What follows belongs to an exercise in optimizing a design on an open flow for small area and a short achievable clock period; a production flow would make more cautious choices.
Only simulation tests tie the RTL to the original design; equivalence was not proved.

Setup of build 74:
Design lms_adapt_filt_4tap, start of the top module:
module lms_adapt_filt_4tap (clk,rst,xin,din,errr,filt_out);
    input signed [7:0] xin;
    input signed [9:0] din;
    input clk,rst;
    output signed [9:0] filt_out;
    output signed [9:0] errr;
    reg [7:0] x0, x1, x2, x3, x4;
    reg [9:0] y;
    reg [7:0] hb0, hb1, hb2, hb3;    
    reg [5:0] q0, q1, q2, q3;        
    assign filt_out = y;
    wire n1 = ~y[0];
    wire n2 = ~y[1];
    wire n3 = ~y[2];
    wire n4 = ~y[3];
    wire n5 = ~y[4];
    wire n6 = ~y[5];
    wire n7 = ~y[6];
    wire n8 = ~y[7];
    wire n9 = ~y[8];
    wire n10 = ~y[9];
    wire n11_0;
    lms_xor u11 (n10, din[9], n11_0);
    wire n12 = ~(din[0] ^ n1);
    wire n13 = din[0] | n1;
    wire n14_0;
    lms_xor u14 (din[1], n2, n14_0);
    wire n15 = din[1] & n2;
    wire n16_0;
    lms_xor u16 (din[2], n3, n16_0);
    wire n17 = din[2] & n3;
    wire n18_0;
    lms_xor u18 (din[3], n4, n18_0);
    wire n19 = din[3] & n4;
    wire n20_0;
    lms_xor u20 (din[4], n5, n20_0);
    wire n21 = din[4] & n5;
    wire n22_0;
    lms_xor u22 (din[5], n6, n22_0);
    wire n23 = din[5] & n6;
    wire n24_0;
    lms_xor u24 (din[6], n7, n24_0);
    wire n25 = din[6] & n7;
    wire n26_0;
    lms_xor u26 (din[7], n8, n26_0);
    wire n27 = din[7] & n8;
    wire n28_0;
    lms_xor u28 (din[8], n9, n28_0);
    wire n29 = din[8] & n9;
    wire n30 = n15 | (n14_0 & n13);
    wire n31 = n19 | (n18_0 & n17);
    wire n32 = n18_0 & n16_0;
    wire n33 = n23 | (n22_0 & n21);
    wire n34 = n22_0 & n20_0;
    wire n35 = n27 | (n26_0 & n25);
    wire n36 = n26_0 & n24_0;
    wire n37 = n17 | (n16_0 & n30);
    wire n38 = n31 | (n32 & n30);
    wire n39 = n25 | (n24_0 & n33);
  ...
==> flow/config.mk <==
export PLATFORM = sky130hd
export DESIGN_NAME = lms_adapt_filt_4tap
export DESIGN_NICKNAME = lms_adapt_filt_4tap
export VERILOG_FILES = /design/flow/design.v
export SDC_FILE = /design/flow/constraint.sdc
export NUM_CORES = 4
export LEC_CHECK = 0
export CAP_MARGIN = 20
export CORE_MARGIN = 2
export CORE_UTILIZATION = 40
export SLEW_MARGIN = 20
export SYNTH_HIERARCHICAL = 1
==> flow/constraint.sdc <==
create_clock -name core_clock -period 12.0 [get_ports {clk}]
set_input_delay 2.4000 -clock core_clock [delete_from_list [all_inputs] [get_ports {clk}]]
set_output_delay 2.4000 -clock core_clock [all_outputs]
set_load 0.01 [all_outputs]
standard.sh (not shown) runs the stock make flow with config.mk's settings and CLKGATE_MAP_FILE= SYNTH_SCRIPT=/design/flow/synth_recipe.tcl, a recipe that flattens the netlist after the stock synthesis.
==> flow/flow/run.sh <==
#!/bin/bash
# The standard layout, with buf_1 cells as the port buffers (the timing
# repair upsizes the ones on critical paths) and the repair aiming 5.7 ns
# below the clock period.
set -euo pipefail
bash standard.sh SETUP_SLACK_MARGIN=5.7 "BUFFER_PORTS_ARGS=-buffer_cell sky130_fd_sc_hd__buf_1" finish > standard.log 2>&1
[inputs] build 36 vs build 74
==> flow/flow/run.sh <==
#!/bin/bash
# The standard layout, with buf_1 cells as the port buffers (the timing
# repair upsizes the ones on critical paths) and the repair aiming 5.4 ns
# below the clock period.
set -euo pipefail
bash standard.sh SETUP_SLACK_MARGIN=5.4 "BUFFER_PORTS_ARGS=-buffer_cell sky130_fd_sc_hd__buf_1" finish > standard.log 2>&1
Notes after the runs:
Compared build 36 vs build 74, and signed area change from the synthesized netlist to the final layout is down in build 36.
Build 36 against build 74; multi-input gate area in the final layout is down by a few percent.
Diff build 74 -> build 36: critical path's largest stage delay higher; post-route clock period utilization higher; maximum operating frequency lower.
Number of setup buffers added after CTS was higher in build 74 than in build 36.
Cell count along the critical path: build 36 vs build 74 identical
--- input diff build 36..build 55 ---
--- a/flow/config.mk
+++ b/flow/config.mk
@@ -10 +10 @@
-export CORE_UTILIZATION = 40
+export CORE_UTILIZATION = 70
Findings:
The final layout from build 55, which completed every stage, passed the timing, design-rule and antenna checks at the end of the flow.
Side by side, tapcell count turned out lower in build 55 than in build 36.
For the number of standard cells in the layout, taps in and fillers out, build 55 came in 10% lower than build 36 did.
Looking at final core utilization across build 36 and build 55, the one that comes out higher is build 55.
Taking build 36 as the reference, in build 55 setup slack lost 0.011 ns; post-detailed-route via-to-cell ratio picked up an extra about 15%; register-to-register slack lost 0.07 ns.
What build 55 reported for die area has to be multiplied by 1.7 to get the figure for build 36.
The startpoint of the worst setup timing path comes out din[5] in one run and q1[5] in the other, namely in build 36 and build 55 respectively.
Diff build 36 and build 55: hold slack higher in build 55

[what the ideal ports hide]
Ports are ideal in the flow. The routed layouts listed here were re-timed in OpenROAD. Step 1: set_driving_cell puts a clkbuf_16 on clk and a buf_2 on each other input, an assumption about the parent block. Step 2 times the ports against the registers' clock, not the clock port: input delays grow and output delays shrink by t, the midpoint of the rising clock arrivals with the driver on. a / b / c = no drivers / after step 1 / after step 2; a / b = the first two.
| run | shift t [ns] | setup WS [ns] | worst setup path at the end |
|---|---|---|---|
| build 74 | 0.401 | 5.794 / 5.770 / 5.501 | input to register |
| build 36 | 0.408 | 5.651 / 5.628 / 5.419 | input to register |
| build 55 | 0.406 | 5.640 / 5.640 / 5.341 | input to register |
After both steps every run listed still meets setup and hold. For build 55, which loses most, drivers alone change the setup slack by 0.000 ns; drivers and shift together by -0.299 ns.
